Background: an optimization exercise with open tools, aiming at small area and a short achievable clock period. Do not read the settings as production practice. The RTL was checked by simulation tests, not by an equivalence proof against the original design.

==> flow/design.v, too long to show whole: its modules and the start of the top module <==
// module FIR_Filter_16tap: 3027 lines
module FIR_Filter_16tap #(parameter N = 16)(
    input clk, reset, enable,
    input [N-1:0] data_in,
    output [31:0] data_out
);
  // ...
==> flow/flow/run.sh <==
#!/bin/bash
# Layout flow: the standard flow with its synthesis netlist replaced by a
# hand-built gate netlist of the same design (flow/hand.py, the script that
# also wrote rtl/fir_filter_16tap.v, so registers and adder structure match
# the RTL one for one), then
#  - flow/fixpol.py removes inverters around full adders (a full adder is
#    self-dual); the logic function is unchanged;
#  - timing repair aims at a setup margin of 11.3 ns (about a 4.7 ns period)
#    instead of the bare 16 ns clock;
#  - ports are buffered with buf_4 cells, and the clock tree uses clkbuf_8
#    cells, sink clusters of 15 and no dummy loads.
# The standard synthesis still runs first; if its registers (names and cell
# types) differ from the hand netlist's, its own netlist is kept instead.
# Logs: make_synth.log, hand.log, fixpol.log, make_finish.log here, and the
# ORFS logs under orfs/logs.
set -euo pipefail
MARGIN=${MARGIN:-11.3}
CTS="-sink_clustering_enable -repair_clock_nets -dont_use_dummy_load -buf_list {sky130_fd_sc_hd__clkbuf_8} -sink_clustering_size 15 -sink_clustering_max_diameter 60"
R=orfs/results/sky130hd/FIR_Filter_16tap/base
bash standard.sh synth > make_synth.log 2>&1
cp $R/1_2_yosys.v std_synth.v
python3 flow/hand.py --pol alt --csC --x1c --cpaA bk -o hand.v > hand.log 2>&1
regs() { grep -o 'dfxtp_1 [^ ]*' "$1" | sort; }
if [[ "$(regs std_synth.v)" == "$(regs hand.v)" ]] && [[ $(regs hand.v | wc -l) -gt 0 ]]; then
  echo "using hand netlist" >> hand.log
  cp hand.v $R/1_2_yosys.v
else
  echo "register mismatch: keeping the standard netlist" >> hand.log
fi
python3 flow/fixpol.py $R/1_2_yosys.v > fixpol.log 2>&1
touch $R/1_2_yosys.v
bash standard.sh finish SETUP_SLACK_MARGIN=$MARGIN "BUFFER_PORTS_ARGS=-buffer_cell sky130_fd_sc_hd__buf_4" "CTS_ARGS=$CTS" RECOVER_POWER=100 > make_finish.log 2>&1
==> flow/flow/fixpol.py <==
#!/usr/bin/env python3
"""Remove inverters around full adders in a mapped sky130hd netlist.

A full adder is self-dual: FA(~a,~b,~c) = (~cout, ~sum).  Yosys' extract_fa
often leaves inverters between adders; this picks, for every fa cell, whether
it works on true or complemented signals so that as few inverters as
possible remain.  The logic function of the netlist is unchanged.
usage: fixpol.py netlist.v  (rewritten in place)
"""
import re, sys, os, collections, random

path = sys.argv[1]
text = open(path).read()
m = re.search(r'^module\s.*?^endmodule', text, re.S | re.M)
body = m.group(0)

cell_re = re.compile(r'^\s*(sky130_fd_sc_hd__\w+)\s+(\S+)\s*\((.*?)\);\s*$', re.S | re.M)
pin_re = re.compile(r'\.(\w+)\(\s*(.*?)\s*\)\s*(?:,|$)', re.S)
OUTPINS = {'X', 'Y', 'Q', 'Q_N', 'SUM', 'COUT', 'HI', 'LO'}

cells = []
for cm in cell_re.finditer(body):
    typ, name, pins = cm.group(1), cm.group(2), cm.group(3)
    pl = [(p, n.strip()) for p, n in pin_re.findall(pins.strip())]
    cells.append([typ, name, pl, cm.start(), cm.end()])

assigns = [(a.start(), a.end(), a.group(1).strip(), a.group(2).strip())
           for a in re.finditer(r'^\s*assign\s+(.*?)\s*=\s*(.*?)\s*;\s*$', body, re.M)]
ports = set()
for pm in re.finditer(r'^\s*(?:input|output|inout)\s+(?:\[[^\]]*\]\s*)?(.*?);', body, re.M):
    for n in pm.group(1).split(','):
        ports.add(n.strip())
def is_port(net):
    base = net.split('[')[0].strip()
    return base in ports or net in ports

inv_of = {}                      # inverter output net -> input net
inv_cells = set()
for i, c in enumerate(cells):
    if re.match(r'sky130_fd_sc_hd__inv_\d+$', c[0]):
        d = dict(c[2])
        if is_port(d['Y']):
            continue             # keep: drives a port
        inv_of[d['Y']] = d['A']
        inv_cells.add(i)

def resolve(n):
    pol = 0
    while n in inv_of:
        n = inv_of[n]; pol ^= 1
    return n, pol

driver_fa = {}                   # root net -> fa cell index
fas = [i for i, c in enumerate(cells) if re.match(r'sky130_fd_sc_hd__fa_\d+$', c[0])]
for i in fas:
    for p, n in cells[i][2]:
        if p in ('SUM', 'COUT'):
            driver_fa[n] = i

# consumers: (cell index or None, pin index or assign idx, root, pol, is_fa)
cons = []
for i, c in enumerate(cells):
    if i in inv_cells: continue
    isfa = i in driver_fa.values() or c[0].startswith('sky130_fd_sc_hd__fa_')
    for k, (p, n) in enumerate(c[2]):
        if p in OUTPINS: continue
        if not n or n.startswith("1'") or n.startswith("'"): continue
        r, pol = resolve(n)
        cons.append(('c', i, k, r, pol, isfa))
for k, (s, e, lhs, rhs) in enumerate(assigns):
    if rhs.startswith("1'") or rhs.startswith('{'): continue
    r, pol = resolve(rhs)
    cons.append(('a', k, None, r, pol, False))

flip = collections.defaultdict(int)
by_root = collections.defaultdict(list)
by_cell = collections.defaultdict(list)
for ci, cn in enumerate(cons):
    by_root[cn[3]].append(ci)
    if cn[0] == 'c' and cn[5]: by_cell[cn[1]].append(ci)

def parity(ci):
    kind, i, k, r, pol, isfa = cons[ci]
    p = pol ^ (flip[driver_fa[r]] if r in driver_fa else 0)
    if isfa: p ^= flip[i]
    return p
def root_cost(r):
    return 1 if any(parity(ci) for ci in by_root[r]) else 0
def fa_roots(i):
    rs = set(cons[ci][3] for ci in by_cell[i])
    for p, n in cells[i][2]:
        if p in ('SUM', 'COUT'): rs.add(n)
    return rs
def total():
    return sum(root_cost(r) for r in by_root)

before = total()
rng = random.Random(1)
roots_of = {i: fa_roots(i) for i in fas}
def delta(i):
    rs = roots_of[i]
    c0 = sum(root_cost(r) for r in rs)
    flip[i] ^= 1
    c1 = sum(root_cost(r) for r in rs)
    flip[i] ^= 1
    return c1 - c0
def greedy():
    improved = True
    while improved:
        improved = False
        for i in fas:
            if delta(i) < 0:
                flip[i] ^= 1; improved = True
greedy()
cur = total(); best = cur; bestflip = dict(flip)
if fas:
    T = 2.0
    steps = int(os.environ.get("FIXPOL_STEPS", "1000")) * len(fas)
    for step in range(steps):
        T = 2.0 * (1 - step / steps) + 0.05
        i = rng.choice(fas)
        d = delta(i)
        if d <= 0 or rng.random() < pow(2.718, -d / T):
            flip[i] ^= 1; cur += d
            if cur < best:
                best = cur; bestflip = dict(flip)
    flip.clear(); flip.update(bestflip)
    greedy()
after = total()

# rewrite
invnet = {}
newcells = []
def comp(r):
    if r not in invnet:
        invnet[r] = '_fixpol_%d_' % len(invnet)
    return invnet[r]
pinrep = {}
for ci, cn in enumerate(cons):
    kind, i, k, r, pol, isfa = cn
    net = comp(r) if parity(ci) else r
    pinrep[(kind, i, k)] = net

out = []
pos = 0
edits = []
for i, c in enumerate(cells):
    if i in inv_cells:
        edits.append((c[3], c[4], ''))
        continue
    pl = []
    for k, (p, n) in enumerate(c[2]):
        pl.append((p, pinrep.get(('c', i, k), n)))
    s = '  %s %s (\n%s\n  );' % (c[0], c[1], ',\n'.join('    .%s(%s)' % (p, n if not n.startswith('\\') else n + ' ') for p, n in pl))
    edits.append((c[3], c[4], s))
for k, (s, e, lhs, rhs) in enumerate(assigns):
    if ('a', k, None) in pinrep:
        n = pinrep[('a', k, None)]
        edits.append((s, e, '  assign %s = %s;' % (lhs, n if not n.startswith('\\') else n + ' ')))
edits.sort()
nb = []
for s, e, rep in edits:
    nb.append(body[pos:s]); nb.append(rep); pos = e
nb.append(body[pos:])
nb = ''.join(nb)
decl = ''.join('  wire %s;\n' % w for w in invnet.values())
invs = ''.join('  sky130_fd_sc_hd__inv_1 _fixpol_inv_%d_ (\n    .A(%s),\n    .Y(%s)\n  );\n' % (j, r if not r.startswith('\\') else r + ' ', w) for j, (r, w) in enumerate(invnet.items()))
nb = nb.replace('endmodule', decl + invs + 'endmodule')
# declarations must come before use for some readers: insert after the port list
hdr_end = nb.index(');') + 2
nb = nb[:hdr_end] + '\n' + decl + nb[hdr_end:].replace(decl + invs + 'endmodule', invs + 'endmodule')
open(path, 'w').write(text[:m.start()] + nb + text[m.end():])
print('fixpol: fa %d, inverters %d -> %d' % (len(fas), len(inv_cells), len(invnet)), file=sys.stderr)
==> flow/standard.sh <==
#!/bin/bash
# synth_recipe.tcl (not shown) runs the flow's synth.tcl, then flattens the netlist and writes it again
# the make line also repeats each setting of config.mk as NAME=value (left out here)
make -C /OpenROAD-flow-scripts/flow DESIGN_CONFIG=/design/flow/config.mk WORK_HOME=/design/flow/orfs CLKGATE_MAP_FILE= SYNTH_SCRIPT=/design/flow/synth_recipe.tcl "${@:-finish}"
==> flow/config.mk <==
export PLATFORM = sky130hd
export DESIGN_NAME = FIR_Filter_16tap
export DESIGN_NICKNAME = FIR_Filter_16tap
export VERILOG_FILES = /design/flow/design.v
export SDC_FILE = /design/flow/constraint.sdc
export NUM_CORES = 4
export LEC_CHECK = 0
export CAP_MARGIN = 20
export CORE_MARGIN = 2
export CORE_UTILIZATION = 62
export SLEW_MARGIN = 20
==> flow/constraint.sdc <==
create_clock -name core_clock -period 16.0 [get_ports {clk}]
set_input_delay 3.2000 -clock core_clock [delete_from_list [all_inputs] [get_ports {clk}]]
set_output_delay 3.2000 -clock core_clock [all_outputs]
set_load 0.01 [all_outputs]
Not shown: flow/flow/hand.py
==> results_dict.tcl, run 1 <==
set metrics [dict create \
    status "failed layout checks" \
    so_faults "max-capacitance violations, max-slew violations" \
    finalMaxSlewViolations 307 \
    met3_usage 0.0300 \
    whs_ps 368 \
    rrSetupSlack_ps 11530 \
    rsz0062_at_grt "yes" \
    required_ps 16420 \
    post-dp-hpwl_um 21700 \
    cts.repair.resized 27 \
    worst_setup_path_start_kind "input pin" \
    drv_cap 4 \
    avgRoutedWirePerCell_um 16.3 \
    nonClockInverterCount 117 \
    dieArea_sq_um 26400 \
    cts_setup_buffers 5 \
    grt_pass1_wl_um 48200 \
    dr.pass1.iters 4 \
    pre_cts_ws_ps 9770 \
    min_to "xn12[8]" \
    cts-root-buf "clkbuf_8" \
    cts.path.max_buffers 3 \
    seqCellArea_sq_um 6510 \
]
==> run 2, diff against run 1 <==
--- a/flow/design.v
+++ b/flow/design.v
@@ -1352,18 +1352,16 @@
   wire _h2498_;
   wire _h2500_;
   wire _h2502_;
   wire _h2504_;
   wire _h2506_;
   wire _h2508_;
   wire _h2510_;
   wire _h2512_;
-  wire _h2514_;
-  wire _h2516_;
   assign _h1_ = ~(reset | ~enable);
   assign _h3_ = ~_h1_;
   assign _h5_ = data_in[0] & _h1_;
   assign _h7_ = data_in[1] & _h1_;
   assign _h9_ = data_in[2] & _h1_;
   assign _h11_ = data_in[3] & _h1_;
   assign _h13_ = data_in[4] & _h1_;
   assign _h15_ = data_in[5] & _h1_;
@@ -2520,47 +2518,47 @@
   assign _h2104_ = _h2102_ ^ _h2002_;
   assign _h2106_ = (data_in[14] & data_in[13]) | (data_in[14] & _h2002_) | (data_in[13] & _h2002_);
   assign _h2108_ = data_in[15] ^ data_in[14];
   assign _h2110_ = _h2108_ ^ _h2004_;
   assign _h2112_ = (data_in[15] & data_in[14]) | (data_in[15] & _h2004_) | (data_in[14] & _h2004_);
   assign _h2114_ = data_in[15] ^ _h2112_;
   assign _h2116_ = _h2114_ ^ _h2006_;
   assign _h2118_ = (data_in[15] & _h2112_) | (data_in[15] & _h2006_) | (_h2112_ & _h2006_);
-  assign _h2120_ = ~(data_in[0] & _h1974_);
+  assign _h2120_ = ~(data_in[0] & _h1974_ & _h1_);
   assign _h2122_ = ~(data_in[0] ^ _h1974_);
-  assign _h2124_ = ~(_h2028_ & _h2032_);
+  assign _h2124_ = ~(_h2028_ & _h2032_ & _h1_);
   assign _h2126_ = ~(_h2028_ ^ _h2032_);
-  assign _h2128_ = ~(_h2034_ & _h2038_);
+  assign _h2128_ = ~(_h2034_ & _h2038_ & _h1_);
   assign _h2130_ = ~(_h2034_ ^ _h2038_);
-  assign _h2132_ = ~(_h2040_ & _h2044_);
+  assign _h2132_ = ~(_h2040_ & _h2044_ & _h1_);
   assign _h2134_ = ~(_h2040_ ^ _h2044_);
-  assign _h2136_ = ~(_h2046_ & _h2050_);
+  assign _h2136_ = ~(_h2046_ & _h2050_ & _h1_);
   assign _h2138_ = ~(_h2046_ ^ _h2050_);
-  assign _h2140_ = ~(_h2052_ & _h2056_);
+  assign _h2140_ = ~(_h2052_ & _h2056_ & _h1_);
   assign _h2142_ = ~(_h2052_ ^ _h2056_);
-  assign _h2144_ = ~(_h2058_ & _h2062_);
+  assign _h2144_ = ~(_h2058_ & _h2062_ & _h1_);
   assign _h2146_ = ~(_h2058_ ^ _h2062_);
-  assign _h2148_ = ~(_h2064_ & _h2068_);
+  assign _h2148_ = ~(_h2064_ & _h2068_ & _h1_);
   assign _h2150_ = ~(_h2064_ ^ _h2068_);
-  assign _h2152_ = ~(_h2070_ & _h2074_);
+  assign _h2152_ = ~(_h2070_ & _h2074_ & _h1_);
   assign _h2154_ = ~(_h2070_ ^ _h2074_);
-  assign _h2156_ = ~(_h2076_ & _h2080_);
+  assign _h2156_ = ~(_h2076_ & _h2080_ & _h1_);
   assign _h2158_ = ~(_h2076_ ^ _h2080_);
-  assign _h2160_ = ~(_h2082_ & _h2086_);
+  assign _h2160_ = ~(_h2082_ & _h2086_ & _h1_);
   assign _h2162_ = ~(_h2082_ ^ _h2086_);
-  assign _h2164_ = ~(_h2088_ & _h2092_);
+  assign _h2164_ = ~(_h2088_ & _h2092_ & _h1_);
   assign _h2166_ = ~(_h2088_ ^ _h2092_);
-  assign _h2168_ = ~(_h2094_ & _h2098_);
+  assign _h2168_ = ~(_h2094_ & _h2098_ & _h1_);
   assign _h2170_ = ~(_h2094_ ^ _h2098_);
-  assign _h2172_ = ~(_h2100_ & _h2104_);
+  assign _h2172_ = ~(_h2100_ & _h2104_ & _h1_);
   assign _h2174_ = ~(_h2100_ ^ _h2104_);
-  assign _h2176_ = ~(_h2106_ & _h2110_);
+  assign _h2176_ = ~(_h2106_ & _h2110_ & _h1_);
   assign _h2178_ = ~(_h2106_ ^ _h2110_);
-  assign _h2180_ = ~(_h2118_ & _h2008_);
+  assign _h2180_ = ~(_h2118_ & _h2008_ & _h1_);
   assign _h2182_ = ~(_h2118_ ^ _h2008_);
   assign _h2184_ = ~(_h2120_ | ~_h2026_);
   assign _h2188_ = ~((_h2130_ | _h2124_) & _h2128_);
   assign _h2190_ = ~(_h2130_ | _h2126_);
   assign _h2192_ = ~((_h2138_ | _h2132_) & _h2136_);
   assign _h2194_ = ~(_h2138_ | _h2134_);
   assign _h2196_ = ~((_h2146_ | _h2140_) & _h2144_);
   assign _h2198_ = ~(_h2146_ | _h2142_);
@@ -2640,67 +2638,65 @@
   assign _h2382_ = ~((_h2266_ | _h2364_) & ~_h2264_);
   assign _h2386_ = ~_h2364_;
   assign _h2388_ = ~((_h2270_ & _h2386_) | _h2268_);
   assign _h2392_ = ~((_h2318_ | _h2364_) & _h2316_);
   assign _h2396_ = ~_h2364_;
   assign _h2398_ = ~((_h2322_ & _h2396_) | _h2320_);
   assign _h2402_ = ~((_h2326_ | _h2364_) & _h2324_);
   assign _h2406_ = ~((_h2330_ | _h2364_) & _h2328_);
-  assign _h2416_ = ~_h2122_;
-  assign _h2418_ = ~_h2416_;
-  assign _h2420_ = _h2026_ ^ _h2120_;
-  assign _h2422_ = _h2126_ ^ _h2184_;
-  assign _h2424_ = _h2130_ ^ _h2226_;
-  assign _h2426_ = ~(_h2134_ ^ _h2230_);
-  assign _h2428_ = _h2138_ ^ _h2276_;
-  assign _h2430_ = ~(_h2142_ ^ _h2282_);
-  assign _h2432_ = ~(_h2146_ ^ _h2288_);
-  assign _h2434_ = _h2150_ ^ _h2292_;
-  assign _h2436_ = _h2154_ ^ _h2334_;
-  assign _h2438_ = ~(_h2158_ ^ _h2338_);
-  assign _h2440_ = ~(_h2162_ ^ _h2342_);
-  assign _h2442_ = _h2166_ ^ _h2348_;
-  assign _h2444_ = ~(_h2170_ ^ _h2352_);
-  assign _h2446_ = ~(_h2174_ ^ _h2356_);
-  assign _h2448_ = ~(_h2178_ ^ _h2360_);
-  assign _h2450_ = _h2116_ ^ _h2364_;
-  assign _h2452_ = _h2182_ ^ _h2372_;
-  assign _h2454_ = ~(_h2010_ ^ _h2378_);
-  assign _h2456_ = ~(_h2012_ ^ _h2382_);
-  assign _h2458_ = _h2014_ ^ _h2388_;
-  assign _h2460_ = ~(_h2016_ ^ _h2392_);
-  assign _h2462_ = _h2018_ ^ _h2398_;
-  assign _h2464_ = ~(_h2020_ ^ _h2402_);
-  assign _h2466_ = ~(_h2022_ ^ _h2406_);
-  assign _h2468_ = ~(_h2418_ | _h3_);
-  assign _h2470_ = ~(_h2420_ | _h3_);
-  assign _h2472_ = ~(_h2422_ | _h3_);
-  assign _h2474_ = ~(_h2424_ | _h3_);
-  assign _h2476_ = ~(_h2426_ | _h3_);
-  assign _h2478_ = ~(_h2428_ | _h3_);
-  assign _h2480_ = ~(_h2430_ | _h3_);
-  assign _h2482_ = ~(_h2432_ | _h3_);
-  assign _h2484_ = ~(_h2434_ | _h3_);
-  assign _h2486_ = ~(_h2436_ | _h3_);
-  assign _h2488_ = ~(_h2438_ | _h3_);
-  assign _h2490_ = ~(_h2440_ | _h3_);
-  assign _h2492_ = ~(_h2442_ | _h3_);
-  assign _h2494_ = ~(_h2444_ | _h3_);
-  assign _h2496_ = ~(_h2446_ | _h3_);
-  assign _h2498_ = ~(_h2448_ | _h3_);
-  assign _h2500_ = ~(_h2450_ | _h3_);
-  assign _h2502_ = ~(_h2452_ | _h3_);
-  assign _h2504_ = ~(_h2454_ | _h3_);
-  assign _h2506_ = ~(_h2456_ | _h3_);
-  assign _h2508_ = ~(_h2458_ | _h3_);
-  assign _h2510_ = ~(_h2460_ | _h3_);
-  assign _h2512_ = ~(_h2462_ | _h3_);
-  assign _h2514_ = ~(_h2464_ | _h3_);
-  assign _h2516_ = ~(_h2466_ | _h3_);
+  assign _h2416_ = ~(_h2122_ | _h3_);
+  assign _h2418_ = ~(_h2026_ & _h1_);
+  assign _h2420_ = ~(_h2126_ | _h3_);
+  assign _h2422_ = ~(_h2130_ | _h3_);
+  assign _h2424_ = ~(_h2134_ | _h3_);
+  assign _h2426_ = ~(_h2138_ | _h3_);
+  assign _h2428_ = ~(_h2142_ | _h3_);
+  assign _h2430_ = ~(_h2146_ | _h3_);
+  assign _h2432_ = ~(_h2150_ | _h3_);
+  assign _h2434_ = ~(_h2154_ | _h3_);
+  assign _h2436_ = ~(_h2158_ | _h3_);
+  assign _h2438_ = ~(_h2162_ | _h3_);
+  assign _h2440_ = ~(_h2166_ | _h3_);
+  assign _h2442_ = ~(_h2170_ | _h3_);
+  assign _h2444_ = ~(_h2174_ | _h3_);
+  assign _h2446_ = ~(_h2178_ | _h3_);
+  assign _h2448_ = ~(_h2116_ & _h1_);
+  assign _h2450_ = ~(_h2182_ | _h3_);
+  assign _h2452_ = ~(_h2010_ & _h1_);
+  assign _h2454_ = ~(_h2012_ & _h1_);
+  assign _h2456_ = ~(_h2014_ & _h1_);
+  assign _h2458_ = ~(_h2016_ & _h1_);
+  assign _h2460_ = ~(_h2018_ & _h1_);
+  assign _h2462_ = ~(_h2020_ & _h1_);
+  assign _h2464_ = ~(_h2022_ & _h1_);
+  assign _h2466_ = _h2418_ ^ _h2120_;
+  assign _h2468_ = _h2420_ ^ _h2184_;
+  assign _h2470_ = _h2422_ ^ _h2226_;
+  assign _h2472_ = ~(_h2424_ ^ _h2230_);
+  assign _h2474_ = _h2426_ ^ _h2276_;
+  assign _h2476_ = ~(_h2428_ ^ _h2282_);
+  assign _h2478_ = ~(_h2430_ ^ _h2288_);
+  assign _h2480_ = _h2432_ ^ _h2292_;
+  assign _h2482_ = _h2434_ ^ _h2334_;
+  assign _h2484_ = ~(_h2436_ ^ _h2338_);
+  assign _h2486_ = ~(_h2438_ ^ _h2342_);
+  assign _h2488_ = _h2440_ ^ _h2348_;
+  assign _h2490_ = ~(_h2442_ ^ _h2352_);
+  assign _h2492_ = ~(_h2444_ ^ _h2356_);
+  assign _h2494_ = ~(_h2446_ ^ _h2360_);
+  assign _h2496_ = _h2448_ ^ _h2364_;
+  assign _h2498_ = _h2450_ ^ _h2372_;
+  assign _h2500_ = ~(_h2452_ ^ _h2378_);
+  assign _h2502_ = ~(_h2454_ ^ _h2382_);
+  assign _h2504_ = _h2456_ ^ _h2388_;
+  assign _h2506_ = ~(_h2458_ ^ _h2392_);
+  assign _h2508_ = _h2460_ ^ _h2398_;
+  assign _h2510_ = ~(_h2462_ ^ _h2402_);
+  assign _h2512_ = ~(_h2464_ ^ _h2406_);
   always @(posedge clk) begin
     x1[0] <= _h5_;
     x1[1] <= _h7_;
     x1[2] <= _h9_;
     x1[3] <= _h11_;
     x1[4] <= _h13_;
     x1[5] <= _h15_;
     x1[6] <= _h17_;
@@ -2992,36 +2988,36 @@
     Cs[19] <= _h1565_;
     Cc[19] <= _h1567_;
     Cs[20] <= _h1569_;
     Cc[20] <= _h1571_;
     Cs[21] <= _h1573_;
     Cs[22] <= _h1575_;
     Cs[23] <= _h1577_;
     Cs[24] <= _h1579_;
-    y1[0] <= _h2468_;
-    y1[1] <= _h2470_;
-    y1[2] <= _h2472_;
-    y1[3] <= _h2474_;
-    y1[4] <= _h2476_;
-    y1[5] <= _h2478_;
-    y1[6] <= _h2480_;
-    y1[7] <= _h2482_;
-    y1[8] <= _h2484_;
-    y1[9] <= _h2486_;
-    y1[10] <= _h2488_;
-    y1[11] <= _h2490_;
-    y1[12] <= _h2492_;
-    y1[13] <= _h2494_;
-    y1[14] <= _h2496_;
-    y1[15] <= _h2498_;
-    y1[16] <= _h2500_;
-    y1[17] <= _h2502_;
-    y1[18] <= _h2504_;
-    y1[19] <= _h2506_;
-    y1[20] <= _h2508_;
-    y1[21] <= _h2510_;
-    y1[22] <= _h2512_;
-    y1[23] <= _h2514_;
-    y1[24] <= _h2516_;
+    y1[0] <= _h2416_;
+    y1[1] <= _h2466_;
+    y1[2] <= _h2468_;
+    y1[3] <= _h2470_;
+    y1[4] <= _h2472_;
+    y1[5] <= _h2474_;
+    y1[6] <= _h2476_;
+    y1[7] <= _h2478_;
+    y1[8] <= _h2480_;
+    y1[9] <= _h2482_;
+    y1[10] <= _h2484_;
+    y1[11] <= _h2486_;
+    y1[12] <= _h2488_;
+    y1[13] <= _h2490_;
+    y1[14] <= _h2492_;
+    y1[15] <= _h2494_;
+    y1[16] <= _h2496_;
+    y1[17] <= _h2498_;
+    y1[18] <= _h2500_;
+    y1[19] <= _h2502_;
+    y1[20] <= _h2504_;
+    y1[21] <= _h2506_;
+    y1[22] <= _h2508_;
+    y1[23] <= _h2510_;
+    y1[24] <= _h2512_;
   end
   assign data_out = {7'd0, y1};
 endmodule
--- a/flow/flow/run.sh
+++ b/flow/flow/run.sh
@@ -9,24 +9,24 @@
 #    instead of the bare 16 ns clock;
 #  - ports are buffered with buf_4 cells, and the clock tree uses clkbuf_8
 #    cells, sink clusters of 15 and no dummy loads.
 # The standard synthesis still runs first; if its registers (names and cell
 # types) differ from the hand netlist's, its own netlist is kept instead.
 # Logs: make_synth.log, hand.log, fixpol.log, make_finish.log here, and the
 # ORFS logs under orfs/logs.
 set -euo pipefail
-MARGIN=${MARGIN:-11.3}
+MARGIN=${MARGIN:-11.5}
 CTS="-sink_clustering_enable -repair_clock_nets -dont_use_dummy_load -buf_list {sky130_fd_sc_hd__clkbuf_8} -sink_clustering_size 15 -sink_clustering_max_diameter 60"
 R=orfs/results/sky130hd/FIR_Filter_16tap/base
 bash standard.sh synth > make_synth.log 2>&1
 cp $R/1_2_yosys.v std_synth.v
-python3 flow/hand.py --pol alt --csC --x1c --cpaA bk -o hand.v > hand.log 2>&1
+python3 flow/hand.py --pol alt --csC --x1c --cpaA bk --gclr -o hand.v > hand.log 2>&1
 regs() { grep -o 'dfxtp_1 [^ ]*' "$1" | sort; }
 if [[ "$(regs std_synth.v)" == "$(regs hand.v)" ]] && [[ $(regs hand.v | wc -l) -gt 0 ]]; then
   echo "using hand netlist" >> hand.log
   cp hand.v $R/1_2_yosys.v
 else
   echo "register mismatch: keeping the standard netlist" >> hand.log
 fi
 python3 flow/fixpol.py $R/1_2_yosys.v > fixpol.log 2>&1
 touch $R/1_2_yosys.v
-bash standard.sh finish SETUP_SLACK_MARGIN=$MARGIN "BUFFER_PORTS_ARGS=-buffer_cell sky130_fd_sc_hd__buf_4" "CTS_ARGS=$CTS" RECOVER_POWER=100 > make_finish.log 2>&1
+bash standard.sh finish SETUP_SLACK_MARGIN=$MARGIN "BUFFER_PORTS_ARGS=-buffer_cell sky130_fd_sc_hd__buf_4" "CTS_ARGS=$CTS" > make_finish.log 2>&1
--- a/flow/flow/hand.py
+++ b/flow/flow/hand.py
@@ -15,16 +15,18 @@
 ap = argparse.ArgumentParser()
 ap.add_argument('-o', default='hand.v')
 ap.add_argument('--rtl', default=None, help='also write the RTL with the same structure')
 ap.add_argument('--pol', default='alt')
 ap.add_argument('--khi', type=int, default=20)
 ap.add_argument('--cpaA', default='sk')
 ap.add_argument('--csC', action='store_true')
 ap.add_argument('--x1c', action='store_true')
+ap.add_argument('--fast3', action='store_true')
+ap.add_argument('--gclr', action='store_true')
 ap.add_argument('--cpaC', default='sk')
 ap.add_argument('--cpaY', default='sk')
 args = ap.parse_args()
 
 def polymul(p, q):
     r = [0]*(len(p)+len(q)-1)
     for i, a in enumerate(p):
         for j, c in enumerate(q):
@@ -161,41 +163,56 @@
             for e in pick: col.remove(e)
             a, b, c = [lit(e[0], p) for e in pick]
             s_, c_ = FA(a[0], b[0], c[0])
             t = max(e[1] for e in pick)
             col.append(((s_, p), t + DS))
             if j+1 < W: cols[j+1].append(((c_, p), t + DC))
     return cols
 
-def sklansky(rows, want_inv_sum, kind='sk'):
+def sklansky(rows, want_inv_sum, kind='sk', gclr=False):
     """rows: per column list of <=2 signals (pol 0 or const).  returns per-bit
     sum nets, complemented when want_inv_sum."""
     n = W
     # bitwise generate / propagate, each as (net-or-const, pol)
     g, p = [], []
     for j in range(n):
         bits = [s for s, t in rows[j]]
         consts = [s for s in bits if s[1] is None]
         real = [s for s in bits if s[1] is not None]
         cval = sum(int(s[0]) for s in consts)
         assert len(bits) <= 2 and cval <= 1
-        if len(real) == 2:
+        if len(real) == 2 and gclr:
+            # generates are forced to 0 while clr: then every carry is 0
+            (a, pa), (b, pb) = real[0], real[1]
+            if pa == 0 and pb == 0:
+                g.append((gate('nand3_1', A=a, B=b, C=clrn), 1))
+            elif pa == 1 and pb == 1:
+                g.append((gate('nor3_1', A=a, B=b, C=clr), 0))
+            else:
+                if pa == 0: a, b = b, a       # a complemented, b true
+                g.append((gate('nor3b_1', A=a, B=clr, C_N=b), 0))
+            p.append((XNOR2(a, b), 1 ^ (pa ^ pb)))
+        elif len(real) == 2:
             (a, pa), (b, pb) = real[0], real[1]
             if pa == 0 and pb == 0:
                 g.append((NAND2(a, b), 1))    # inverted generate
             elif pa == 1 and pb == 1:
                 g.append((NOR2(a, b), 0))     # ~an & ~bn
             else:
                 if pa == 0: a, b = b, a       # a complemented, b true
                 g.append((gate('nor2b_1', A=a, B_N=b), 0))
             # xnor of the nets: inverted propagate when the pols agree
             p.append((XNOR2(a, b), 1 ^ (pa ^ pb)))
         elif len(real) == 1 and cval == 1:
-            g.append(real[0])
+            if gclr:
+                a, pa = real[0]
+                g.append((NAND2(a, clrn), 1) if pa == 0 else (NOR2(a, clr), 0))
+            else:
+                g.append(real[0])
             p.append((real[0][0], 1 ^ real[0][1]))   # p = ~a
         elif len(real) == 1:
             g.append(('0', None)); p.append(real[0])
         elif cval == 1:
             g.append(('0', None)); p.append(('1', None))
         else:
             g.append(('0', None)); p.append(('0', None))
     bitp = list(p)
@@ -251,16 +268,24 @@
         for i in range(n):
             if kind == 'ks':
                 if i >= d: NG[i], NP[i] = combine(G[i], Pp[i], G[i-d], Pp[i-d])
             elif (i // d) % 2 == 1:
                 j = (i // d) * d - 1
                 NG[i], NP[i] = combine(G[i], Pp[i], G[j], Pp[j])
         G, Pp = NG, NP
         d *= 2
+    if gclr:
+        # the propagate bits used in the sums are forced to 0 while clr
+        gp = []
+        for q in bitp:
+            if q[1] is None: gp.append((clrn, 0) if int(q[0]) else q)
+            elif q[1] == 0: gp.append((NAND2(q[0], clrn), 1))
+            else: gp.append((NOR2(q[0], clr), 0))
+        bitp = gp
     sums = []
     for i in range(n):
         pi = bitp[i]
         ci = G[i-1] if i > 0 else ('0', None)
         # sum = pi ^ ci ; produce it in polarity want_inv_sum
         if ci[1] is None:
             s = lit(pi, 0) if int(ci[0]) == 0 else lit(pi, 1)
             if s[1] is None:
@@ -405,32 +430,44 @@
     assert len(xs) <= 2
     if len(xs) == 2:
         x0, x1 = lit(xs[0], 0), lit(xs[1], 0)
         u = XOR2(x0[0], x1[0])
         av = lit(a, 0)
         if av[1] is None:
             s = (u, 0) if av[0] == '0' else (u, 1)
             c = (AND2(x0[0], x1[0]), 0) if av[0] == '0' else (OR2(x0[0], x1[0]), 0)
+        elif args.fast3:
+            # the late bits take the fast pins; a (= A_i, early) selects
+            # or/and of the late pair for the carry
+            s = (gate('xor3_1', 'X', A=av[0], B=x1[0], C=x0[0]), 0)
+            an = INV(av[0])
+            c = (O21AI(an, NOR2(x0[0], x1[0]), NAND2(x0[0], x1[0])), 0)
         else:
             s = (XOR2(u, av[0]), 0)
             c = (MAJ3(x0[0], x1[0], av[0]), 0)
         colsY[i].append((s, 1.0))
         if i+1 < W:
             if i+1 == 16: carry = c       # joins column 16 (a single data_in bit)
             else: colsY[i+1].append((c, 1.0))
     else:
         for x in xs: colsY[i].append((x, 1.0))
         colsY[i].append((a, 0.5))
 addconst(colsY, KHI)
 rowsY = tree(colsY, 'Y')
-sY = sklansky(rowsY, True, args.cpaY)
+sY = sklansky(rowsY, not args.gclr, args.cpaY, args.gclr)
 for i in range(W):
     s = sY[i]
-    if s[1] is None:
+    if args.gclr:
+        # sums already 0 while clr
+        if s[1] is None:
+            d = gate('conb_1', 'HI' if int(s[0]) else 'LO')
+        else:
+            d = lit(s, 0)[0]
+    elif s[1] is None:
         v = int(s[0]) ^ 1
         d = clrn if v else gate('conb_1', 'LO')
     else:
         d = NOR2(s[0], clr)
     flops.append(('y1[%d]' % i, d, 'data_out[%d]' % i))
 
 # ---------------------------------------------------------------- cleanup
 OUTP = {'X', 'Y', 'Q', 'SUM', 'COUT', 'HI', 'LO'}
@@ -480,16 +517,20 @@
 # ---------------------------------------------------------------- RTL
 FUN = {
     'inv_1': lambda p: ('Y', '~%s' % p['A']),
     'nand2_1': lambda p: ('Y', '~(%s & %s)' % (p['A'], p['B'])),
     'nor2_1': lambda p: ('Y', '~(%s | %s)' % (p['A'], p['B'])),
     'and2_1': lambda p: ('X', '%s & %s' % (p['A'], p['B'])),
     'or2_1': lambda p: ('X', '%s | %s' % (p['A'], p['B'])),
     'xor2_1': lambda p: ('X', '%s ^ %s' % (p['A'], p['B'])),
+    'xor3_1': lambda p: ('X', '%s ^ %s ^ %s' % (p['A'], p['B'], p['C'])),
+    'nand3_1': lambda p: ('Y', '~(%s & %s & %s)' % (p['A'], p['B'], p['C'])),
+    'nor3_1': lambda p: ('Y', '~(%s | %s | %s)' % (p['A'], p['B'], p['C'])),
+    'nor3b_1': lambda p: ('Y', '~(%s | %s | ~%s)' % (p['A'], p['B'], p['C_N'])),
     'xnor2_1': lambda p: ('Y', '~(%s ^ %s)' % (p['A'], p['B'])),
     'maj3_1': lambda p: ('X', '(%s & %s) | (%s & %s) | (%s & %s)' % (p['A'], p['B'], p['A'], p['C'], p['B'], p['C'])),
     'a21oi_1': lambda p: ('Y', '~((%s & %s) | %s)' % (p['A1'], p['A2'], p['B1'])),
     'o21ai_0': lambda p: ('Y', '~((%s | %s) & %s)' % (p['A1'], p['A2'], p['B1'])),
     'a21boi_0': lambda p: ('Y', '~((%s & %s) | ~%s)' % (p['A1'], p['A2'], p['B1_N'])),
     'o21bai_1': lambda p: ('Y', '~((%s | %s) & ~%s)' % (p['A1'], p['A2'], p['B1_N'])),
     'nor2b_1': lambda p: ('Y', '~(%s | ~%s)' % (p['A'], p['B_N'])),
     'nand2b_1': lambda p: ('Y', '~(~%s & %s)' % (p['A_N'], p['B'])),
==> results_dict.tcl, run 2 <==
set metrics [dict create \
    syn_area_sq_um 15600 \
    post-dp-hpwl_um 21700 \
    grtUsageTotal 0.246 \
    reg2reg_depth 20 \
    avgRoutedWirePerCell_um 17.3 \
    cts_buffers 28 \
    setup_ws_ps 11420 \
    layout_commonest_cell "dfxtp_1" \
    path_class "in2reg" \
    grt_pass1_wl_um 50000 \
    fin_nets 1757 \
    instances_no_fill 1800 \
    syn-instance-count 1352 \
    r2r_start "y1[2]" \
    avgViaCountPerCell 5.07 \
    holdBufCountCts 0 \
    finalInstanceArea_sq_um 17800 \
    hold_depth 1 \
    antenna_found_initial 1 \
    rsz0062_at_grt "yes" \
    cts_tree "built" \
    grt_pass1_vias 9722 \
    status "finished clean" \
    ys_warn_count 1 \
    worst_setup_path_start_kind "input pin" \
    gp_congestion 0.830 \
    drive_above_1_share 0.139 \
    wirelength_um 31200 \
    grt_max_degree 93 \
    period_share 0.286 \
    fin_crit_ps 4580 \
    nFillCells 1879 \
    multi_input_area_sq_um 9110 \
    min_to "xn12[9]" \
    clock-sinks 325 \
    clk_latency_ps 590 \
    worstHoldStart "x11[9]" \
    finalHoldViolations 0 \
    dieArea_sq_um 26400 \
    placed_cells 1728 \
    vias 9125 \
    die_h_um 163 \
    drtIter0Drc 440 \
    syn_nets 1638 \
    critical_path_arrival_ps 5090 \
    pre_cts_ws_ps 9850 \
    drv_cap 0 \
    cts-root-buf "clkbuf_8" \
    fin_setup_tns_ps 0 \
    finalMaxSlewViolations 0 \
    max_slew.worst_pin.slew_ps 627 \
    mostFrequentLayoutCells "dfxtp_1 (311), fa_1 (259), nand2_1 (191), nor2_1 (163), inv_1 (115)" \
    fin_skew_ps 57.0 \
    cts.path.max_buffers 3 \
    reg_top3 "Cs x25, y1 x25, Cc x19" \
    portBuffers 43 \
    coreArea_sq_um 25000 \
    htreeDepth 1 \
    ios 51 \
    setup_viol_count_final 0 \
    maxSlewHeadroom 0.582 \
    required_ps 16510 \
    whs_ps 373 \
    critPathCaptureType "flop" \
    drtAntennaViolNets 0 \
    fmaxAchievable_ghz 0.218 \
    place_area_sq_um 16400 \
    dr.pass1.iters 4 \
    hp-class "reg2reg" \
    fp-row-count 58 \
    cp_max_fo 7 \
    drc 0 \
    initial_core_util 0.624 \
    die_x_um 163 \
    seqCellArea_sq_um 6520 \
    r2r-end "y1[21]" \
    cts.clk_slew.worst_paths_ps 90 \
    grt-ovfl-total 0 \
    final_core_util 0.714 \
    syn_to_final_growth_pct 14.4 \
    rrSetupSlack_ps 11650 \
    avgSynthCellArea_sq_um 11.5 \
]
## run 2: cell type report
type | count | share of cell area
multi-input cells | 910 | 0.511
flip-flops and latches | 325 | 0.366
repair buffers | 89 | 0.0536
inverters | 117 | 0.0248
well taps | 330 | 0.0232
clock buffers | 28 | 0.0216
diodes | 1 | 0.000140
## run 2: repair_timing
| action | 4_1_cts | 5_1_grt |
|---|---|---|
| setup endpoints to repair | 110 | 21 |
| gates resized for setup | 58 | 70 |
| pin swaps | 16 | 29 |
| buffers inserted | 17 | 19 |
| endpoints found under the hold margin | 0 | 0 |
| gates cloned | 5 | 2 |
## run 2: how the worst max path moves through the flow
stage,depth (start not counted),slack [ps],end,startpoint
global route,12,11360,y1[20],data_in[9]
global placement,12,9900,y1[20],reset
finish,12,11420,y1[20],data_in[9]
detailed placement,12,9850,y1[20],reset
CTS,9,11450,y1[22],data_in[15]
floorplan,4,7770,y1[10],enable
## run 2: critical path, cell delays in order
cell and delay, ps:
buf_4 160, xor2_2 190, xor2_2 200, xnor2_2 260, o21ai_2 110, a21oi_2 250, o21ai_2 100, a21oi_4 140
buf_12 140, inv_2 50, a21oi_2 130, xor2_1 140
## run 2: per-layer routing
metal  vias to the layer above  part of all wire  GRT usage
met5                         -                 0          0
met4                         0             0.021     0.0595
met3                        50             0.039     0.0390
met2                       130              0.50      0.413
met1                      4652              0.44      0.341
li1                       4293                 -          -
==> run 3, diff against run 2 <==
--- a/flow/flow/run.sh
+++ b/flow/flow/run.sh
@@ -14,7 +14,7 @@
 # Logs: make_synth.log, hand.log, fixpol.log, make_finish.log here, and the
 # ORFS logs under orfs/logs.
 set -euo pipefail
-MARGIN=${MARGIN:-11.5}
+MARGIN=${MARGIN:-11.15}
 CTS="-sink_clustering_enable -repair_clock_nets -dont_use_dummy_load -buf_list {sky130_fd_sc_hd__clkbuf_8} -sink_clustering_size 15 -sink_clustering_max_diameter 60"
 R=orfs/results/sky130hd/FIR_Filter_16tap/base
 bash standard.sh synth > make_synth.log 2>&1
==> results_dict.tcl, run 3 <==
set metrics [dict create \
    grt_pass1_vias 9509 \
    drv_cap 0 \
    instances_no_fill 1774 \
    initial_core_util 0.624 \
    whs_ps 373 \
    hp-class "reg2reg" \
    finalInstanceArea_sq_um 17100 \
    avgRoutedWirePerCell_um 16.7 \
    period_share 0.296 \
    drc 0 \
    dieArea_sq_um 26400 \
    required_ps 16450 \
    clk_latency_ps 590 \
    critical_path_arrival_ps 5180 \
    dr.pass1.iters 4 \
    finalHoldViolations 0 \
    critPathCapture "y1[24]" \
    cts_buffers 28 \
    path_class "in2reg" \
    fmaxAchievable_ghz 0.211 \
    final_core_util 0.686 \
    cts_tree "built" \
    gp_congestion 0.830 \
    cp_max_fo 8 \
    drive_above_1_share 0.0776 \
    ys_warn_count 1 \
    rrSetupSlack_ps 11440 \
    setup_viol_count_final 0 \
    wirelength_um 29600 \
    r2r-end "y1[22]" \
    crit_start "data_in[8]" \
    r2r_start "y1[0]" \
    diodes 0 \
    finalMaxSlewViolations 0 \
    portBuffers 43 \
    vias 8933 \
    fin_skew_ps 62.7 \
    fin_crit_ps 4730 \
    placed_cells 1728 \
    max_slew.worst_pin.slew_ps 753 \
    grtUsageTotal 0.240 \
    cts.path.max_buffers 3 \
    syn_nets 1638 \
    place_area_sq_um 16400 \
    htreeDepth 1 \
    coreArea_sq_um 25000 \
    cts.clk_slew.worst_paths_ps 90 \
    drtAntennaViolNets 0 \
    setup_ws_ps 11270 \
    die_x_um 163 \
    fin_nets 1732 \
    layout_commonest_cell "dfxtp_1" \
    mostFrequentLayoutCells "dfxtp_1 (325), fa_1 (259), nand2_1 (193), nor2_1 (172), inv_1 (115)" \
    syn_to_final_growth_pct 9.82 \
    avgSynthCellArea_sq_um 11.5 \
    avgViaCountPerCell 5.04 \
    syn-instance-count 1352 \
    pre_cts_ws_ps 9850 \
    fin_setup_tns_ps 0 \
    rsz0062_at_grt "yes" \
    reg2reg_depth 20 \
    holdBufCountCts 0 \
    worst_setup_path_start_kind "input pin" \
    status "finished clean" \
    ios 51 \
    drtIter0Drc 404 \
    reg_top3 "Cs x25, y1 x25, Cc x19" \
    die_h_um 163 \
    antenna_found_initial 0 \
    critPathCaptureType "flop" \
    grt_max_degree 93 \
    cts-root-buf "clkbuf_8" \
    grt_pass1_wl_um 49000 \
    fp-row-count 58 \
    syn_area_sq_um 15600 \
    post-dp-hpwl_um 21700 \
    clock-sinks 325 \
    grt-ovfl-total 0 \
    maxSlewHeadroom 0.498 \
]
-- run 3: timing repair --
item / 4_1_cts / 5_1_grt
resized for setup: 12 / 10
cloned: 3 / 1
setup endpoints to repair: 100 / 18
pin swaps: 2 / 2
buffers inserted: 4 / 10
-- run 3: critical path: stages --
cell and delay (ps):
buf_4 140, maj3_1 380, xnor2_1 270, o21ai_1 180
a21oi_2 240, o21ai_0 160, a21oi_4 270, buf_4 170
o21ai_2 50, xnor2_1 110
-- run 3: routing by layer --
layer | GRT usage | wire length, um
met4 | 0.0495 | 576
met2 | 0.403 | 14600
met5 | 0 | 0
met3 | 0.0326 | 1130
met1 | 0.339 | 13300
-- run 3: final cells by class --
| cell class | instances | area [sq um] |
|---|---|---|
| Multi-Input combinational cell | 910 | 8760 |
| Fill cell | 1967 | 7850 |
| Sequential cell | 325 | 6510 |
| Timing Repair Buffer | 64 | 613 |
| Inverter | 117 | 442 |
| Tap cell | 330 | 413 |
| Clock buffer | 28 | 385 |
-- run 3: worst min-delay path by stage --
stage	endpoint	start	slack, ps	cells after the start
after CTS	xn12[9]	x11[9]	370	1
final	xn12[9]	x11[9]	370	1
after global placement	xn12[8]	x11[8]	350	1
after global routing	xn12[7]	x11[7]	390	1
after detailed placement	xn12[0]	x11[0]	360	1
after floorplan	xn12[0]	x11[0]	350	1
==> run 4, diff against run 3 <==
--- a/flow/flow/run.sh
+++ b/flow/flow/run.sh
@@ -14,7 +14,7 @@
 # Logs: make_synth.log, hand.log, fixpol.log, make_finish.log here, and the
 # ORFS logs under orfs/logs.
 set -euo pipefail
-MARGIN=${MARGIN:-11.15}
+MARGIN=${MARGIN:-11.3}
 CTS="-sink_clustering_enable -repair_clock_nets -dont_use_dummy_load -buf_list {sky130_fd_sc_hd__clkbuf_8} -sink_clustering_size 15 -sink_clustering_max_diameter 60"
 R=orfs/results/sky130hd/FIR_Filter_16tap/base
 bash standard.sh synth > make_synth.log 2>&1
==> results_dict.tcl, run 4 <==
set metrics [dict create \
    cts-root-buf "clkbuf_8" \
    vias 8921 \
    max_slew.worst_pin.slew_ps 628 \
    reg2reg_depth 19 \
    grt-ovfl-total 0 \
    rrSetupSlack_ps 11500 \
    path_class "in2reg" \
    wl_met1_um 13300 \
    cts.path.max_buffers 3 \
    r2r_start "y1[2]" \
    initial_core_util 0.624 \
    rsz0062_at_grt "yes" \
    die_x_um 163 \
    cpMostUsedCell "maj3_1" \
    syn_area_sq_um 15600 \
    cp_cell_sequence "buf_4 > maj3_1 > maj3_1 > xnor2_1 > nor2b_1 > nor2b_4 > nor2b_2 > a21oi_2 > xor2_1" \
    grtUsageTotal 0.240 \
    cts_tree "built" \
    crit_buf_inv 1 \
    fmaxAchievable_ghz 0.216 \
    syn-instance-count 1352 \
    layout_commonest_cell "dfxtp_1" \
    fin_nets 1735 \
    setup_ws_ps 11380 \
    cts_buffers 28 \
    ios 51 \
    post-dp-hpwl_um 21700 \
    drv_cap 0 \
    wirelength_um 29800 \
    hp-class "reg2reg" \
    diodes 0 \
    slowest_delay_ps 380 \
    htreeDepth 1 \
    crit_start "data_in[15]" \
    grt_pass1_wl_um 49000 \
    grt_max_degree 93 \
    fin_skew_ps 54.0 \
    critPathCaptureType "flop" \
    worstHoldStart "x11[9]" \
    finalHoldViolations 0 \
    avgRoutedWirePerCell_um 16.8 \
    ys_warn_count 1 \
    cp_max_fo 6 \
    clk_latency_ps 580 \
    finalMaxSlewViolations 0 \
    syn_nets 1638 \
    syn_to_final_growth_pct 10.7 \
    instances_no_fill 1777 \
    die_h_um 163 \
    crit_slowest_cell "maj3_1" \
    reg_top3 "Cs x25, y1 x25, Cc x19" \
    status "finished clean" \
    portBuffers 43 \
    coreArea_sq_um 25000 \
    setup_viol_count_final 0 \
    required_ps 16470 \
    maxSlewHeadroom 0.582 \
    fin_crit_ps 4620 \
    highest_layer "met4" \
    avgViaCountPerCell 5.02 \
    holdBufCountCts 0 \
    critical_path_arrival_ps 5090 \
    grt_pass1_vias 9529 \
    clock-sinks 325 \
    gp_congestion 0.830 \
    drtIter0Drc 348 \
    cp.depth 9 \
    dieArea_sq_um 26400 \
    met2RoutedLength_um 14800 \
    nFillCells 1944 \
    antenna_found_initial 0 \
    period_share 0.289 \
    fp-row-count 58 \
    fin_setup_tns_ps 0 \
    drive_above_1_share 0.0898 \
    placed_cells 1728 \
    mostFrequentLayoutCells "dfxtp_1 (325), fa_1 (259), nand2_1 (193), nor2_1 (169), inv_1 (115)" \
    cpLargestDelayFamily "adder cells" \
    wl_met3_um 1130 \
    drc 0 \
    drtAntennaViolNets 0 \
    cts.clk_slew.worst_paths_ps 90 \
    worst_setup_path_start_kind "input pin" \
    avgSynthCellArea_sq_um 11.5 \
    dr.pass1.iters 4 \
    r2r-end "y1[22]" \
    whs_ps 375 \
    critPathCapture "y1[22]" \
    pre_cts_ws_ps 9850 \
]
-- run 4: layer usage --
| metal | GRT usage | vias to the layer above |
|---|---|---|
| met5 | 0 | - |
| met4 | 0.0499 | 0 |
| met3 | 0.0326 | 42 |
| met2 | 0.404 | 119 |
| met1 | 0.339 | 4495 |
| li1 | - | 4265 |
-- run 4: worst reg2reg max path: stages, from the launching register on --
cell and delay [ps]:
dfxtp_1 390, or2_1 280, fa_1 410, xnor2_1 280, o21ai_0 170, a21oi_1 260, o21ai_4 130, inv_1 120
o21ai_2 80, a21oi_1 240, o21ai_1 100, xnor2_1 180, maj3_1 400, maj3_1 380, xnor2_1 160, nor2b_1 220
nor2b_4 240, nor2b_2 170, a21oi_2 60, xor2_1 130
-- run 4: worst min-delay path by stage --
stage	endpoint	slack (ps)	cells after the start
after floorplan	xn12[0]	350	1
after global placement	xn12[8]	350	1
after detailed placement	xn12[0]	360	1
after CTS	xn12[9]	370	1
after global routing	xn12[7]	390	1
final	xn12[9]	370	1
-- run 4: area by class of cell --
class                   count  area, sq um  share of cell area
inverters                 117          442              0.0256
multi-input cells         910         8840               0.513
well taps                 330          413              0.0239
repair buffers             67          657              0.0381
clock buffers              28          385              0.0223
flip-flops and latches    325         6510               0.377
-- run 4: through the flow --
step,util,area (sq um)
after floorplan,-,15700
after global placement,0.658,16400
after detailed placement,0.658,16400
after CTS,0.683,17100
after global routing,0.691,17200
final,0.691,17200
-- run 4: timing repair --
action	4_1_cts	5_1_grt
pin swaps	2	10
gates resized for setup	18	26
setup endpoints to repair	100	15
setup buffers	9	7
cloned	3	2
==> run 5, diff against run 4 <==
--- a/flow/config.mk
+++ b/flow/config.mk
@@ -7,5 +7,5 @@
 export LEC_CHECK = 0
 export CAP_MARGIN = 20
 export CORE_MARGIN = 2
-export CORE_UTILIZATION = 62
+export CORE_UTILIZATION = 66
 export SLEW_MARGIN = 20
==> results_dict.tcl, run 5 <==
set metrics [dict create \
    layout_commonest_cell "dfxtp_1" \
    finalMaxSlewViolations 0 \
    drv_cap 0 \
    path_class "in2reg" \
    setup_viol_count_final 0 \
    critical_path_arrival_ps 5130 \
    ios 51 \
    worst_setup_path_start_kind "input pin" \
    maxSlewHeadroom 0.582 \
    period_share 0.294 \
    diodes 0 \
    htreeDepth 1 \
    cp_max_fo 6 \
    avgSynthCellArea_sq_um 11.5 \
    ys_warn_count 1 \
    fin_nets 1730 \
    cts-root-buf "clkbuf_8" \
    cpLargestDelayFamily "XOR/XNOR gates" \
    cts.path.max_buffers 3 \
    reg_top3 "Cs x25, y1 x25, Cc x19" \
    grtUsageTotal 0.247 \
    critPathCaptureType "flop" \
    mostFrequentLayoutCells "dfxtp_1 (325), fa_1 (259), nand2_1 (193), nor2_1 (168), inv_1 (115)" \
    initial_core_util 0.668 \
    status "finished clean" \
    fin_crit_ps 4710 \
    dr.pass1.iters 4 \
    coreArea_sq_um 23300 \
    reg2reg_depth 20 \
    finalHoldViolations 0 \
    fp-row-count 56 \
    avgViaCountPerCell 5.06 \
    avgRoutedWirePerCell_um 16.6 \
    hold_depth 1 \
    drtIter0Drc 356 \
    die_h_um 158 \
    portBuffers 43 \
    vias 8919 \
    slowest_delay_ps 360 \
    gp_congestion 0.813 \
    crit_buf_inv 2 \
    dieArea_sq_um 24900 \
    syn-instance-count 1352 \
    clock-sinks 325 \
    pre_cts_ws_ps 9720 \
    cts_buffers 29 \
    antenna_found_initial 0 \
    grt_max_degree 88 \
    hp-class "reg2reg" \
    crit_slowest_cell "xor2_1" \
    drive_above_1_share 0.0881 \
    post-dp-hpwl_um 21500 \
    cp_cell_sequence "buf_4 > xor2_1 > xor2_1 > xnor2_2 > nor2_1 > a21oi_2 > o21ai_1 > a21oi_4 > buf_4 > o21ai_2 > xnor2_1" \
    cp.depth 11 \
    grt_pass1_wl_um 47500 \
    drtAntennaViolNets 0 \
    required_ps 16430 \
    drc 0 \
    cts_tree "built" \
    grt_pass1_vias 9585 \
    rsz0062_at_grt "no" \
    max_slew.worst_pin.slew_ps 627 \
    syn_area_sq_um 15600 \
    fin_setup_tns_ps 0 \
    cts.clk_slew.worst_paths_ps 100 \
    fmaxAchievable_ghz 0.212 \
    setup_ws_ps 11290 \
    grt-ovfl-total 0 \
    clk_latency_ps 600 \
    syn_nets 1638 \
    final_core_util 0.735 \
    die_x_um 158 \
    syn_to_final_growth_pct 10.1 \
    whs_ps 371 \
    fin_skew_ps 53.8 \
    wirelength_um 29100 \
]
==> run 5: final timing paths <==
check	from	end	slack (ps)
worst max-delay path	data_in[10]	y1[18]	11290
worst min-delay path	x11[9]	xn12[9]	370
worst max register to register	y1[0]	y1[22]	11540
worst min register to register	x11[9]	xn12[9]	370
==> run 5: final cells by class <==
cell class	count	area, sq um
Clock buffer	29	399
Timing Repair Buffer	61	562
Sequential cell	325	6510
Tap cell	319	399
Inverter	117	444
Multi-Input combinational cell	910	8840
Fill cell	1646	6180
==> run 5: routing by layer <==
| metal | wire (um) | GRT usage | vias to the layer above |
|---|---|---|---|
| met4 | 571 | 0.0472 | 0 |
| met3 | 854 | 0.0301 | 42 |
| met2 | 14900 | 0.431 | 108 |
| met1 | 12800 | 0.337 | 4523 |
| met5 | 0 | 0 | - |
| li1 | - | - | 4246 |
==> run 5: repair_timing <==
item / in CTS / in global routing
gates resized for setup: 22 / 22
hold buffers: 0 / 0
cloned: 1 / 2
setup buffers: 3 / 8
endpoints found under the hold margin: 0 / 0
endpoints found under the setup margin: 119 / 80
pin swaps: 4 / 5
==> run 5: through the flow <==
stage	instance area [sq um]	instances
2_1_floorplan	15700	1352
3_5_place_dp	16400	1718
6_report	17200	1761
5_1_grt	17200	1761
3_3_place_gp	16400	1718
4_1_cts	16900	1751
==> run 5: worst reg2reg max path, cell delays in order (launching register included) <==
cell and delay (ps):
dfxtp_1 360, or2_1 280, xnor2_1 140, inv_1 60, fa_1 430, xnor2_2 240, a21oi_2 120, o21ai_2 220
inv_1 100, o21ai_2 190, a21oi_1 130, o21ai_0 220, xnor2_1 140, maj3_1 400, maj3_1 370, xnor2_1 170
nor2b_2 180, nor2b_4 220, nor2b_1 190, a21oi_2 70, xor2_1 140
==> run 6, diff against run 5 <==
--- a/flow/config.mk
+++ b/flow/config.mk
@@ -7,5 +7,5 @@
 export LEC_CHECK = 0
 export CAP_MARGIN = 20
 export CORE_MARGIN = 2
-export CORE_UTILIZATION = 66
+export CORE_UTILIZATION = 57
 export SLEW_MARGIN = 20
==> results_dict.tcl, run 6 <==
set metrics [dict create \
    status "finished clean" \
    drv_cap 0 \
    max_slew.worst_pin.slew_ps 679 \
    ios 51 \
    cts_tree "built" \
    drtIter0Drc 289 \
    portBuffers 43 \
    fmaxAchievable_ghz 0.213 \
    fin_skew_ps 37.2 \
    avgSynthCellArea_sq_um 11.5 \
    fin_setup_tns_ps 0 \
    syn_nets 1638 \
    critical_path_arrival_ps 5230 \
    layout_commonest_cell "dfxtp_1" \
    clk_latency_ps 600 \
    required_ps 16540 \
    syn_area_sq_um 15600 \
    grt_pass1_wl_um 49700 \
    wirelength_um 29700 \
    holdBufCountCts 0 \
    die_x_um 169 \
    reg_top3 "Cs x25, y1 x25, Cc x19" \
    avgRoutedWirePerCell_um 16.7 \
    grt-ovfl-total 0 \
    pre_cts_ws_ps 10120 \
    cp_max_fo 8 \
    rsz0062_at_grt "no" \
    antenna_found_initial 0 \
    grtUsageTotal 0.222 \
    drive_above_1_share 0.0786 \
    syn-instance-count 1352 \
    grt_pass1_vias 9607 \
    ys_warn_count 1 \
    nFillCells 2204 \
    fin_nets 1726 \
    worst_setup_path_start_kind "input pin" \
    critPathCaptureType "flop" \
    grt_max_degree 96 \
    finalInstanceArea_sq_um 17100 \
    die_h_um 169 \
    maxSlewHeadroom 0.547 \
    setup_ws_ps 11310 \
    multi_input_area_sq_um 8780 \
    met3_usage 0.0308 \
    place_area_sq_um 16400 \
    vias 8817 \
    dr.pass1.iters 4 \
    cts_buffers 30 \
    syn_to_final_growth_pct 9.74 \
    gp_congestion 0.802 \
    fp-row-count 60 \
    setup_viol_count_final 0 \
    seqCellArea_sq_um 6510 \
    coreArea_sq_um 26900 \
    clock-sinks 325 \
    avgViaCountPerCell 4.96 \
    fin_crit_ps 4690 \
    cts.path.max_buffers 3 \
    htreeDepth 1 \
    top_usage_layer "met2" \
    path_class "in2reg" \
    period_share 0.293 \
    drc 0 \
    met2_usage 0.381 \
    diodes 0 \
    dieArea_sq_um 28700 \
    drtAntennaViolNets 0 \
    cts-root-buf "clkbuf_8" \
    mostFrequentLayoutCells "dfxtp_1 (325), fa_1 (259), nand2_1 (193), nor2_1 (170), inv_1 (115)" \
    post-dp-hpwl_um 21400 \
    finalMaxSlewViolations 0 \
    cts.clk_slew.worst_paths_ps 90 \
    grt_util_met1 0.309 \
    initial_core_util 0.580 \
    finalHoldViolations 0 \
    hp-class "reg2reg" \
]
-- run 6: cell type report --
type | instances | share of cell area
Inverter | 117 | 0.0260
Tap cell | 341 | 0.0249
Multi-Input combinational cell | 910 | 0.514
Timing Repair Buffer | 56 | 0.0311
Sequential cell | 325 | 0.380
Clock buffer | 30 | 0.0241
-- run 6: through the flow --
stage,hold WS (ps),instances,utilization
2_1_floorplan,352,1352,-
4_1_cts,368,1773,0.633
5_1_grt,382,1779,0.636
3_3_place_gp,353,1738,0.611
6_report,365,1779,0.636
3_5_place_dp,355,1738,0.611
-- run 6: repair_timing --
| action | CTS | global route |
|---|---|---|
| cloned | 3 | 0 |
| gates resized for setup | 10 | 15 |
| endpoints found under the setup margin | 92 | 12 |
| pin swaps | 1 | 3 |
| buffers inserted | 2 | 6 |
-- run 6: worst max-delay path, cell delays in order --
cell and delay (ps):
buf_4 150, maj3_1 380, xnor2_1 260, o21ai_0 230, a21oi_2 240, o21ai_4 130
a21oi_4 160, buf_12 140, inv_2 50, a21oi_2 130, xor2_1 140
-- run 6: path summary, 6_finish.rpt --
| kind | depth (start not counted) | to | startpoint | slack (ps) |
|---|---|---|---|---|
| setup / recovery | 11 | y1[20] | data_in[4] | 11310 |
| hold / removal | 1 | xn16[7] | x15[7] | 370 |
| setup reg to reg | 20 | y1[22] | y1[0] | 11600 |
| hold reg to reg | 1 | xn16[7] | x15[7] | 370 |
-- run 6: layer usage --
layer  routed length (um)  share of wire
met5                    0              0
met1                13600           0.46
met4                  450          0.015
met3                  857          0.029
met2                14800           0.50

-- separate check: timing with driven ports --
The flow's constraints put no driver on any port. The routed layouts listed below were extracted and timed again, unchanged, in two steps. Step 1, drivers: a clkbuf_16 drives clk and a buf_2 each remaining input, both assumed. Step 2 also shifts input and output timing later by t, the mid clock arrival at the registers, as if the neighbouring blocks saw the same clock. a / b / c = no drivers / after step 1 / after step 2; a / b = the first two.
run	t, ns	setup WS [ns]	worst register clock-pin slew, ns
run 1	0.631	7.044 / 7.071 / 6.440	0.10 / 0.10
run 2	0.604	11.421 / 11.446 / 10.842	0.10 / 0.10
run 3	0.605	11.267 / 11.291 / 10.686	0.10 / 0.10
run 4	0.603	11.380 / 11.401 / 10.799	0.10 / 0.10
run 5	0.616	11.292 / 11.317 / 10.701	0.10 / 0.10
run 6	0.631	11.305 / 11.326 / 10.696	0.10 / 0.10
For run 6, which loses most, drivers alone change the setup slack by +0.021 ns; drivers and shift together by -0.609 ns.
